Background: an optimization exercise with open tools, aiming at small area. Do not read the settings as production practice.
At most, simulation tests tie the RTL to the original design; equivalence was not proved.
The clock input has no modelled driver; a real chip could not lean on it and would need a root buffer or a full tree.
No activity file was given, so power comes from the tool's default toggle rates.

==> run a: inputs <==
// Perceptron
module Perceptron (
    input clk,
    input reset,
    input  [7:0] input1,
    input  [7:0] input2,
    input  [7:0] weight1,
    input  [7:0] weight2,
    input  [7:0] bias,
    output reg [15:0] output_neuron
);
clock: 8.0 ns
lec_check: 0
cap_margin: 20
core_margin: 2
core_utilization: 40
cts_buf_list: sky130_fd_sc_hd__clkbuf_1
slew_margin: 20
synth_hierarchical: 1
run.sh (not shown) runs the stock make flow with config.mk's settings and CLKGATE_MAP_FILE= SYNTH_SCRIPT=/design/flow/synth_recipe.tcl, a recipe that flattens the netlist after the stock synthesis.
==> inputs of run b, as changes to run a <==
--- a/flow/design.v
+++ b/flow/design.v
@@ -244,6 +244,9 @@
 module FullAdder (input a, input b, input ci, output s, output co);
     assign {co, s} = a + b + ci;
 endmodule
+module Xnor2 (input a, input b, output y);
+    assign y = ~(a ^ b);
+endmodule
 module Or2 (input a, input b, output y);
     assign y = a | b;
 endmodule
@@ -253,3 +256,6 @@
 module Nand4 (input a, input b, input c, input d, output y);
     assign y = ~(a & b & c & d);
 endmodule
+module HalfAdder (input a, input b, output s, output co);
+    assign {co, s} = a + b;
+endmodule
==> flow/flow/run.sh (new file) <==
#!/bin/bash
# Layout flow: the standard ORFS flow, with two changes to how the layout
# is made:
#  - the port buffers that global placement inserts are the smallest buffer
#    (sky130_fd_sc_hd__buf_1) instead of the delay buffer buffer_ports picks;
#  - the tie-low cell that drives the constant outputs is not duplicated for
#    every port.
# Everything else (synthesis, floorplan, power grid, taps, CTS, routing) is
# standard.sh unchanged. make's full output goes to flow_make.log here; ORFS's
# per-step logs stay under orfs/logs.
set -euo pipefail
bash standard.sh \
  "BUFFER_PORTS_ARGS=-buffer_cell sky130_fd_sc_hd__buf_1" \
  SKIP_REPAIR_TIE_FANOUT=1 \
  finish > flow_make.log 2>&1
==> flow/standard.sh (new file) <==
#!/bin/bash
# synth_recipe.tcl (not shown) runs the flow's synth.tcl, then flattens the netlist and writes it again
# the make line also repeats each setting of config.mk as NAME=value (left out here)
make -C /OpenROAD-flow-scripts/flow DESIGN_CONFIG=/design/flow/config.mk WORK_HOME=/design/flow/orfs CLKGATE_MAP_FILE= SYNTH_SCRIPT=/design/flow/synth_recipe.tcl "${@:-finish}"
removed: flow/run.sh
==> comparison <==
- In run b the first-iteration DRC count is larger than in run a, by about 1.9%.
- In run b the utilization is lower than in run a, by 4.3 points.
- In run a the clock power is smaller than in run b, by about 4%.
- Of run a and run b, run a has the higher combinational power (gap about 0.7%, measured against run b).
- In global-route usage, run a and run b hardly differ.
- Cell count: run b is lower than run a (about 3.2%).
- Between run b and run a, the lower hold slack is in run b (gap 0.0096 ns).
- Clock skew is about the same in run a and run b.

========
==> branch zinc: inputs <==
Perceptron, a different RTL version from the one above (not shown whole).
export LEC_CHECK = 0
export CAP_MARGIN = 20
export CORE_MARGIN = 2
export CORE_UTILIZATION = 40
export SLEW_MARGIN = 20
create_clock -name core_clock -period 8.0 [get_ports {clk}]
Stock flow here: none of the scripts above is used.
==> inputs of branch lagoon, as changes to branch zinc <==
--- a/flow/design.v
+++ b/flow/design.v
@@ -6,17 +6,17 @@
     input  [7:0] input2,
     input  [7:0] weight1,
     input  [7:0] weight2,
     input  [7:0] bias,
     output reg [15:0] output_neuron
 );
     wire nz;
     reg  nz_q;
-    wire t1, t2, t3, t4, g5, g6, g7, t8, t9, t10, s11, c12, g13, t14, t15, t16, t17, t18, t19, t20, t21, t22, t23, t24, g25, g26, g27, t28, t29, t30, s31, c32, g33, t34, t35, t36, t37, t38, t39, t40, t41, t42, t43, t44, t45, t46, t47, t48, t49, t50, t51, t52, t53, t54, t55, t56, t57, t58, t59, t60, t61, t62, t63, t64, t65, t66, t67, g68, g69, g70, t71, t72, t73, s74, c75, g76, t77, t78, t79, t80, t81, t82, t83, t84, t85, t86, t87, g88, g89, g90, t91, t92, t93, s94, c95, g96, t97, t98, t99, t100, t101, t102, t103, t104, t105, t106, t107, t108, t109, t110, t111, t112, t113, t114, t115, t116, t117, t118, t119, t120, t121, t122, t123, t124, t125, t126, t127, t128, t129, t130, t131, t132, t133, t134, s135, c136, s137, c138, s139, c140, s141, c142, s143, c144, s145, c146, s147, c148, s149, c150, s151, c152, s153, c154, s155, c156, s157, c158, s159, c160, s161, c162, s163, c164, s165, c166, s167, c168, s169, c170, s171, c172, s173, c174, s175, c176, s177, c178, s179, c180, s181, c182, s183, c184, s185, c186, s187, c188, s189, c190, s191, c192, s193, c194, s195, c196, s197, c198, s199, c200, s201, c202, s203, c204, s205, c206, s207, c208, s209, c210, s211, c212, s213, c214, s215, c216, s217, c218, s219, c220, s221, c222, s223, c224, s225, c226, s227, c228, s229, c230, s231, c232, s233, c234, s235, c236, s237, c238, s239, c240, s241, c242, s243, c244, s245, c246, s247, c248, s249, c250, s251, c252, s253, c254, s255, c256, s257, c258, s259, c260, s261, c262, s263, c264, s265, c266, s267, c268, s269, c270, s271, c272, s273, c274, s275, c276, s277, c278, s279, c280, s281, c282, s283, c284, s285, c286, s287, c288, s289, c290, s291, c292, s293, c294, s295, c296, s297, c298, s299, c300, o301, o302, o303, o304, o305, o306, o307, o308, o309, o310, o311, o312, o313, o314, o315, o316;
+    wire t1, t2, t3, t4, g5, g6, g7, t8, t9, t10, s11, c12, g13, t14, t15, t16, t17, t18, t19, t20, t21, t22, t23, t24, g25, g26, g27, t28, t29, t30, s31, c32, g33, t34, t35, t36, t37, t38, t39, t40, t41, t42, t43, t44, t45, t46, t47, t48, t49, t50, t51, t52, t53, t54, t55, t56, t57, t58, t59, t60, t61, t62, t63, t64, t65, t66, t67, g68, g69, g70, t71, t72, t73, s74, c75, g76, t77, t78, t79, t80, t81, t82, t83, t84, t85, t86, t87, g88, g89, g90, t91, t92, t93, s94, c95, g96, t97, t98, t99, t100, t101, t102, t103, t104, t105, t106, t107, t108, t109, t110, t111, t112, t113, t114, t115, t116, t117, t118, t119, t120, t121, t122, t123, t124, t125, t126, t127, t128, t129, t130, t131, t132, t133, t134, s135, c136, s137, c138, s139, c140, s141, c142, s143, c144, s145, c146, s147, c148, s149, c150, s151, c152, s153, c154, s155, c156, s157, c158, s159, c160, s161, c162, s163, c164, s165, c166, s167, c168, s169, c170, s171, c172, s173, c174, s175, c176, s177, c178, s179, c180, s181, c182, s183, c184, s185, c186, s187, c188, s189, c190, s191, c192, s193, c194, s195, c196, s197, c198, s199, c200, s201, c202, s203, c204, s205, c206, s207, c208, s209, c210, s211, c212, s213, c214, s215, c216, s217, c218, s219, c220, s221, c222, s223, c224, s225, c226, s227, c228, s229, c230, s231, c232, s233, c234, s235, c236, s237, c238, s239, c240, s241, c242, s243, c244, s245, c246, s247, c248, s249, c250, s251, c252, s253, c254, s255, c256, s257, c258, s259, c260, s261, c262, s263, c264, s265, c266, s267, c268, s269, c270, s271, c272, s273, c274, s275, c276, s277, c278, s279, c280, s281, c282, s283, c284, s285, c286, s287, c288, s289, c290, s291, c292, s293, c294, s295, c296, s297, c298, s299, c300, s301, c302, s303, c304, s305, c306, s307, c308, s309, c310, s311, c312, s313, c314, s315, c316, s317, c318, s319, c320, s321, c322, s323, c324, s325, c326, s327, c328, s329, c330, s331, c332;
     assign t1 = ~((weight1[0] & input1[0]));
     assign t2 = ~(((weight1[1] & input1[0]) | (weight1[0] & input1[1])));
     assign t3 = ~(((weight1[2] & input1[0]) | (weight1[1] & input1[1]) | (weight1[0] & input1[2])));
     assign t4 = ~(((weight1[3] & input1[0]) | (weight1[2] & input1[1]) | (weight1[1] & input1[2]) | (weight1[0] & input1[3])));
     assign g5 = (weight1[0] & input1[4]);
     assign g6 = (weight1[0] & input1[5]) ^ (weight1[1] & input1[4]);
     assign g7 = (weight1[0] & input1[5]) & (weight1[1] & input1[4]);
     assign t8 = ~((weight1[0] & input1[6]));
@@ -234,33 +234,34 @@
     assign {c288, s287} = c256 + s233 + s257;
     assign {c290, s289} = c258 + s237 + s259;
     assign {c292, s291} = c260 + s241 + s261;
     assign {c294, s293} = c262 + s245 + s263;
     assign {c296, s295} = c264 + s249 + s265;
     assign {c298, s297} = c266 + s251 + s267;
     assign s299 = ~(c268 ^ c252);
     assign c300 = c268 | c252;
-    assign o301 = ~(t127 & s269);
-    assign o302 = ~(c270 & s271);
-    assign o303 = ~(c272 & s273);
-    assign o304 = ~(c274 & s275);
-    assign o305 = ~(c276 & s277);
-    assign o306 = ~(c278 & s279);
-    assign o307 = ~(c280 & s281);
-    assign o308 = ~(c282 & s283);
-    assign o309 = ~(c284 & s285);
-    assign o310 = ~(c286 & s287);
-    assign o311 = ~(c288 & s289);
-    assign o312 = ~(c290 & s291);
-    assign o313 = ~(c292 & s293);
-    assign o314 = ~(c294 & s295);
-    assign o315 = ~(c296 & s297);
-    assign o316 = ~(c298 & s299);
-    assign nz = ((t127 ^ s269) ^ 1'b0) | ((c270 ^ s271) ^ o301) | ((c272 ^ s273) ^ o302) | ((c274 ^ s275) ^ o303) | ((c276 ^ s277) ^ o304) | ((c278 ^ s279) ^ o305) | ((c280 ^ s281) ^ o306) | ((c282 ^ s283) ^ o307) | ((c284 ^ s285) ^ o308) | ((c286 ^ s287) ^ o309) | ((c288 ^ s289) ^ o310) | ((c290 ^ s291) ^ o311) | ((c292 ^ s293) ^ o312) | ((c294 ^ s295) ^ o313) | ((c296 ^ s297) ^ o314) | ((c298 ^ s299) ^ o315);
+    assign s301 = ~(t127 ^ s269);
+    assign c302 = t127 | s269;
+    assign {c304, s303} = c270 + s271 + c302;
+    assign {c306, s305} = c272 + s273 + c304;
+    assign {c308, s307} = c274 + s275 + c306;
+    assign {c310, s309} = c276 + s277 + c308;
+    assign {c312, s311} = c278 + s279 + c310;
+    assign {c314, s313} = c280 + s281 + c312;
+    assign {c316, s315} = c282 + s283 + c314;
+    assign {c318, s317} = c284 + s285 + c316;
+    assign {c320, s319} = c286 + s287 + c318;
+    assign {c322, s321} = c288 + s289 + c320;
+    assign {c324, s323} = c290 + s291 + c322;
+    assign {c326, s325} = c292 + s293 + c324;
+    assign {c328, s327} = c294 + s295 + c326;
+    assign {c330, s329} = c296 + s297 + c328;
+    assign {c332, s331} = c298 + s299 + c330;
+    assign nz = ~s301 | ~s303 | ~s305 | ~s307 | ~s309 | ~s311 | ~s313 | ~s315 | ~s317 | ~s319 | ~s321 | ~s323 | ~s325 | ~s327 | ~s329 | ~s331;
     always @(posedge clk or posedge reset) begin
         if (reset) begin
             nz_q <= 1'b0;
             output_neuron <= 16'd0;
         end else begin
             nz_q <= nz;
             output_neuron <= {15'd0, nz_q};
         end
==> summary of the runs <==
Branch lagoon completed, yet does not pass: negative setup slack. Branch zinc produced a clean layout.
In branch zinc the worst hold slack is worse than in branch lagoon, by 0.028 ns.
Count of clock-buffer cells in the layout is the same in branch zinc and branch lagoon.
In branch lagoon the final cell count is lower than in branch zinc, by 1.3%.
Of branch lagoon and branch zinc, branch zinc has the higher worst setup slack (gap 0.63 ns).
Sequential cell count is the same in branch lagoon and branch zinc.
Non-clock buffer count: branch lagoon is higher than branch zinc (40).
Against branch zinc, the power of branch lagoon is larger by about 10%.
Of branch lagoon and branch zinc, branch lagoon has the higher global-route usage (gap 1.9 points).
Of branch lagoon and branch zinc, branch lagoon has the higher routed wire length (gap about 2.4%, measured against branch zinc).
In branch zinc the die area is higher than in branch lagoon, by about 4%.
Against branch lagoon, the via count of branch zinc is larger by 1.1%.
Function was not checked in any run of this note: the RTL went through the layout flow alone.

========
==> run D <==
Another version of the RTL of Perceptron (not shown whole).
==> flow/design.v (excerpt) <==
module Perceptron (
    input clk,
    input reset,
    input  [7:0] input1,
    input  [7:0] input2,
    input  [7:0] weight1,
    input  [7:0] weight2,
    input  [7:0] bias,
    output reg [15:0] output_neuron
);
==> flow/config.mk <==
export PLATFORM = sky130hd
export DESIGN_NAME = Perceptron
export DESIGN_NICKNAME = Perceptron
export VERILOG_FILES = /design/flow/design.v
export SDC_FILE = /design/flow/constraint.sdc
export NUM_CORES = 4
export LEC_CHECK = 0
export CAP_MARGIN = 20
export CORE_MARGIN = 2
export CORE_UTILIZATION = 40
export CTS_BUF_LIST = sky130_fd_sc_hd__clkbuf_1
export SLEW_MARGIN = 20
export SYNTH_HIERARCHICAL = 1
==> flow/constraint.sdc <==
create_clock -name core_clock -period 8.0 [get_ports {clk}]
set_input_delay 1.6000 -clock core_clock [delete_from_list [all_inputs] [get_ports {clk}]]
set_output_delay 1.6000 -clock core_clock [all_outputs]
set_load 0.01 [all_outputs]
==> inputs of run K, as changes to run D <==
- CTS_BUF_LIST: sky130_fd_sc_hd__clkbuf_1 -> not set
==> out/metrics.yaml <==
outcome:
  status: "complete, no violations"
grt:
  grt.total_usage: 0.1862
  grt_pass1_wl_um: 12680
  met2_usage: 0.3261
power:
  ir_worst_vdd_uv: 134.1
  powerDensity_nw_per_um2: 172.8
  leakage_nw: 1.325
  p_int_mw: 0.3113
detailed_routing:
  m1WireLength_um: 3144
  met2WireLength_um: 3842
  viasPerCell: 4.996
  wirelength_um: 7361
timing:
  min_period_over_period: 0.9057
  layout_setup_ws_ns: 0.7547
final_layout:
  synthToLayoutAreaGrowth_pct: 12.98
worst_setup_path:
  critical_path_required_ns: 8.07
clocking:
  clk_pin_slew_ns: 0.05
[end of results for run D]
==> out/metrics.yaml <==
outcome:
  status: "complete, no violations"
grt:
  grt_pass1_wl_um: 12740
  grt.total_usage: 0.1876
  met2_usage: 0.3279
final_layout:
  synthToLayoutAreaGrowth_pct: 13.93
detailed_routing:
  viasPerCell: 4.994
  m1WireLength_um: 3212
power:
  ir_worst_vdd_uv: 135.5
  leakage_nw: 1.343
  p_int_mw: 0.3371
worst_setup_path:
  critical_path_required_ns: 8.06
timing:
  min_period_over_period: 0.9050
  layout_setup_ws_ns: 0.7598
clocking:
  clk_pin_slew_ns: 0.03
[end of results for run K]
No functional check of the RTL was part of any run of this note.

========
==> run R: inputs <==
RTL: one of the versions met above, not the one the previous note started from.
clock: 8.0 ns
lec_check: 0
cap_margin: 20
core_margin: 2
core_utilization: 40
cts_buf_list: sky130_fd_sc_hd__clkbuf_1
slew_margin: 20
synth_hierarchical: 1
standard.sh (not shown) runs the stock make flow with config.mk's settings and CLKGATE_MAP_FILE= SYNTH_SCRIPT=/design/flow/synth_recipe.tcl, a recipe that flattens the netlist after the stock synthesis.
==> flow/flow/run.sh <==
#!/bin/bash
# Layout flow: the standard ORFS flow (standard.sh), with these changes to
# how the layout is made:
#  - after the standard synthesis, flow/remap.sh maps the combinational logic
#    again with an area-oriented ABC script (adders, flip-flops and tie cells
#    are kept as the standard synthesis made them, with the same names);
#  - the port buffers that global placement inserts are the smallest buffer
#    (sky130_fd_sc_hd__buf_1) instead of the delay buffer buffer_ports picks;
#  - the tie-low cell that drives the constant outputs is not duplicated for
#    every port;
#  - after floorplan, flow/downsize.tcl gives logic cells that are sized up
#    the smallest drive strength of their function;
#  - after global placement, flow/rename.tcl renames port buffers whose
#    instance name equals a port name (input1, input2);
#  - after CTS, flow/cts_trim.tcl drives both flip-flops from the clock root
#    buffer and removes the two buffers CTS put under it.
# Floorplan, power grid, taps, CTS and routing are otherwise standard.sh
# unchanged. Each tool's full output goes to a log here: flow_synth.log
# (standard synthesis), flow_remap.log (Yosys re-mapping), flow_make.log (the
# rest); ORFS's per-step logs stay under orfs/logs.
set -euo pipefail
here=$(pwd)
res=$here/orfs/results/${FLOW_PLATFORM:-sky130hd}/Perceptron/base
bash standard.sh synth > flow_synth.log 2>&1
cp "$res/1_2_yosys.v" "$here/flow_standard_synth.v"
bash flow/remap.sh "$here/flow_standard_synth.v" "$res/1_2_yosys.v" "$here/flow_remap.log"
bash standard.sh \
  "BUFFER_PORTS_ARGS=-buffer_cell sky130_fd_sc_hd__buf_1" \
  SKIP_REPAIR_TIE_FANOUT=1 \
  "POST_FLOORPLAN_TCL=$here/flow/downsize.tcl" \
  "POST_GLOBAL_PLACE_TCL=$here/flow/rename.tcl" \
  "POST_CTS_TCL=$here/flow/cts_trim.tcl" \
  finish > flow_make.log 2>&1
==> flow/flow/cts_trim.tcl <==
# The clock tree of this design has two flip-flops; CTS builds a root buffer
# and one buffer per flip-flop under it. When the root buffer's fanout is
# only a few clock buffers, each driving only flip-flops, connect those
# flip-flops to the root buffer's net and remove the buffers under it: every
# flip-flop then gets its clock through the same single buffer.
set block [ord::get_db_block]
set port [$block findBTerm clk]
set cnet [$port getNet]
set roots {}
foreach it [$cnet getITerms] { lappend roots [$it getInst] }
if {[llength $roots] != 1} {
  puts "cts_trim.tcl: clock port drives [llength $roots] cells, left as it is"
  return
}
set root [lindex $roots 0]
set onet ""
foreach it [$root getITerms] { if {[$it isOutputSignal]} { set onet [$it getNet] } }
set leaves {}
set sinks 0
set ok 1
foreach it [$onet getITerms] {
  set inst [$it getInst]
  if {$inst eq $root} { continue }
  if {![string match "sky130_fd_sc_hd__clkbuf_*" [[$inst getMaster] getName]]} { set ok 0; break }
  set lnet ""
  foreach lit [$inst getITerms] { if {[$lit isOutputSignal]} { set lnet [$lit getNet] } }
  foreach sit [$lnet getITerms] {
    if {[$sit getInst] eq $inst} { continue }
    if {![string match "sky130_fd_sc_hd__df*" [[[$sit getInst] getMaster] getName]]} { set ok 0 }
    incr sinks
  }
  lappend leaves [list $inst $lnet]
}
if {!$ok || $sinks > 4 || [llength $leaves] == 0} {
  puts "cts_trim.tcl: clock tree left as it is"
  return
}
foreach l $leaves {
  lassign $l inst lnet
  foreach sit [$lnet getITerms] {
    if {[$sit getInst] eq $inst} { continue }
    $sit disconnect
    $sit connect $onet
  }
  odb::dbInst_destroy $inst
  odb::dbNet_destroy $lnet
}
puts "cts_trim.tcl: removed [llength $leaves] clock buffers; $sinks flip-flops now on [$onet getName]"
==> flow/flow/remap.abc <==
&get -n
&st
&dch -f
&nf -a
&put
strash
dch -f
map -a
&get -n
&st
&dch
&nf -a
&put
topo
==> flow/flow/remap.sh <==
#!/bin/bash
# Re-map the standard synthesis's combinational logic with an area-oriented
# ABC script (flow/remap.abc). Full adders, half adders, flip-flops and tie
# cells are kept as they are (black boxes); everything else is flattened to
# gates and mapped again. Register names and cell types do not change.
# usage: remap.sh in.v out.v log
set -euo pipefail
in=$1; out=$2; log=$3
lib=$FLOW_HOME/platforms/sky130hd/lib/sky130_fd_sc_hd__tt_025C_1v80.lib
here=$(cd "$(dirname "$0")" && pwd)
du=$(grep -o 'cell ("sky130_fd_sc_hd__\(lpflow\|probe\)[a-z0-9_]*")' $lib | sed 's/cell ("\(.*\)")/-dont_use \1/' | tr '\n' ' ')
cat > remap.ys <<EOS
read_verilog $in
read_liberty -ignore_miss_func $lib
blackbox sky130_fd_sc_hd__fa_1 sky130_fd_sc_hd__ha_1 sky130_fd_sc_hd__dfrtp_1 sky130_fd_sc_hd__conb_1
hierarchy -top ${FLOW_TOP:-Perceptron}
flatten
opt_clean
opt -fast
abc -liberty $lib $du -script $here/remap.abc
opt_clean -purge
rename -hide w:*.* c:*.*
stat -liberty $lib
select -module ${FLOW_TOP:-Perceptron}
write_verilog -noattr -nohex -nodec -selected $out
EOS
yosys -l $log remap.ys > /dev/null
Other scripts of this flow, unchanged in this note and not shown: flow/flow/downsize.tcl, flow/flow/rename.tcl
==> inputs of run X, as changes to run R <==
--- a/flow/design.v
+++ b/flow/design.v
@@ -245,4 +245,7 @@
     assign {co, s} = a + b + ci;
 endmodule
+module Xnor2 (input a, input b, output y);
+    assign y = ~(a ^ b);
+endmodule
 module Or2 (input a, input b, output y);
     assign y = a | b;
@@ -254,2 +257,5 @@
     assign y = ~(a & b & c & d);
 endmodule
+module HalfAdder (input a, input b, output s, output co);
+    assign {co, s} = a + b;
+endmodule
--- a/flow/flow/run.sh
+++ b/flow/flow/run.sh
@@ -12,7 +12,5 @@
 #    the smallest drive strength of their function;
 #  - after global placement, flow/rename.tcl renames port buffers whose
-#    instance name equals a port name (input1, input2);
-#  - after CTS, flow/cts_trim.tcl drives both flip-flops from the clock root
-#    buffer and removes the two buffers CTS put under it.
+#    instance name equals a port name (input1, input2).
 # Floorplan, power grid, taps, CTS and routing are otherwise standard.sh
 # unchanged. Each tool's full output goes to a log here: flow_synth.log
@@ -30,4 +28,3 @@
   "POST_FLOORPLAN_TCL=$here/flow/downsize.tcl" \
   "POST_GLOBAL_PLACE_TCL=$here/flow/rename.tcl" \
-  "POST_CTS_TCL=$here/flow/cts_trim.tcl" \
   finish > flow_make.log 2>&1
removed: flow/flow/cts_trim.tcl
==> inputs of run G, as changes to run R <==
--- a/flow/design.v
+++ b/flow/design.v
@@ -245,4 +245,7 @@
     assign {co, s} = a + b + ci;
 endmodule
+module Xnor2 (input a, input b, output y);
+    assign y = ~(a ^ b);
+endmodule
 module Or2 (input a, input b, output y);
     assign y = a | b;
@@ -254,2 +257,5 @@
     assign y = ~(a & b & c & d);
 endmodule
+module HalfAdder (input a, input b, output s, output co);
+    assign {co, s} = a + b;
+endmodule
==> flow/flow/run.sh (replaced) <==
#!/bin/bash
# Layout flow: the standard ORFS flow (standard.sh), with four changes to
# how the layout is made:
#  - the port buffers that global placement inserts are the smallest buffer
#    (sky130_fd_sc_hd__buf_1) instead of the delay buffer buffer_ports picks;
#  - the tie-low cell that drives the constant outputs is not duplicated for
#    every port;
#  - after floorplan, flow/downsize.tcl gives logic cells that synthesis sized
#    up the smallest drive strength of their function;
#  - after global placement, flow/rename.tcl renames port buffers whose
#    instance name equals a port name (input1, input2).
# Synthesis, floorplan, power grid, taps, CTS and routing are otherwise
# standard.sh unchanged. make's full output goes to flow_make.log in this
# folder; ORFS's per-step logs stay under orfs/logs.
set -euo pipefail
here=$(pwd)
bash standard.sh \
  "BUFFER_PORTS_ARGS=-buffer_cell sky130_fd_sc_hd__buf_1" \
  SKIP_REPAIR_TIE_FANOUT=1 \
  "POST_FLOORPLAN_TCL=$here/flow/downsize.tcl" \
  "POST_GLOBAL_PLACE_TCL=$here/flow/rename.tcl" \
  finish > flow_make.log 2>&1
removed: flow/flow/cts_trim.tcl
removed: flow/flow/remap.abc
removed: flow/flow/remap.sh
==> qor summary <==
Clock tree buffer count of the final layout: run G 3; run X 3; run R 1
Amount of wire on met3 after detailed routing: run G 236 um; run X 510 um; run R 494 um
Power Internal: run G 0.268 mW; run X 0.274 mW; run R 0.270 mW
Share of cell area taken by multi-input logic gates: run G 0.874; run X 0.879; run R 0.882
CTS tree: run G built; run X built; run R -
Part of the power in the clock network: run G 0.023; run X 0.022; run R 0.008
Number of vias per cell after detailed routing: run G 5.11; run X 5.84; run R 5.90
First DRT Iteration DRCs: run G 114; run X 161; run R 167
Maximum buffer depth of the clock tree: run G 2; run X 2; run R -
GRT met3 Usage: run G 0.0141; run X 0.0346; run R 0.0260
Total instance count after detailed placement: run G 421; run X 388; run R 388
Floorplan Core Area: run G 7290 um2; run X 6390 um2; run R 6390 um2
Run status: run G no timing/DRC/antenna violations; run X no timing/DRC/antenna violations; run R no timing/DRC/antenna violations

## static timing again, ports no longer ideal
The results above use ideal ports. As a check the final layouts listed here were re-extracted and re-timed, cells and wires unchanged.
Step 1 assumes that a clkbuf_16 drives the clock port and a buf_2 every other input.
Step 2, shift: input delay + t, output delay - t, t = (earliest + latest rising clock arrival at the registers) / 2. This alone moves slack from input paths to output paths.
Slacks: no drivers / after step 1 / after step 2; pairs: no drivers / after step 1.
| run | t, ns | setup slack, ns | worst register clock-pin slew, ns |
|---|---|---|---|
| run a | 0.220 | 1.894 / 1.884 / 1.664 | 0.05 / 0.05 |
| run b | 0.234 | 2.245 / 2.239 / 2.006 | 0.05 / 0.05 |
| branch zinc | 0.230 | 0.619 / 0.615 / 0.385 | 0.03 / 0.03 |
| branch lagoon | 0.243 | -0.010 / -0.020 / -0.263 | 0.03 / 0.03 |
| run D | 0.224 | 0.755 / 0.750 / 0.526 | 0.05 / 0.05 |
| run K | 0.229 | 0.760 / 0.758 / 0.530 | 0.03 / 0.03 |
| run R | 0.104 | 1.891 / 1.884 / 1.780 | 0.08 / 0.08 |
| run X | 0.226 | 2.007 / 1.998 / 1.772 | 0.07 / 0.07 |
| run G | 0.247 | 2.279 / 2.268 / 2.021 | 0.06 / 0.06 |
The setup slack of run G, which loses most, moves by -0.011 ns with the drivers and by -0.258 ns with both steps.
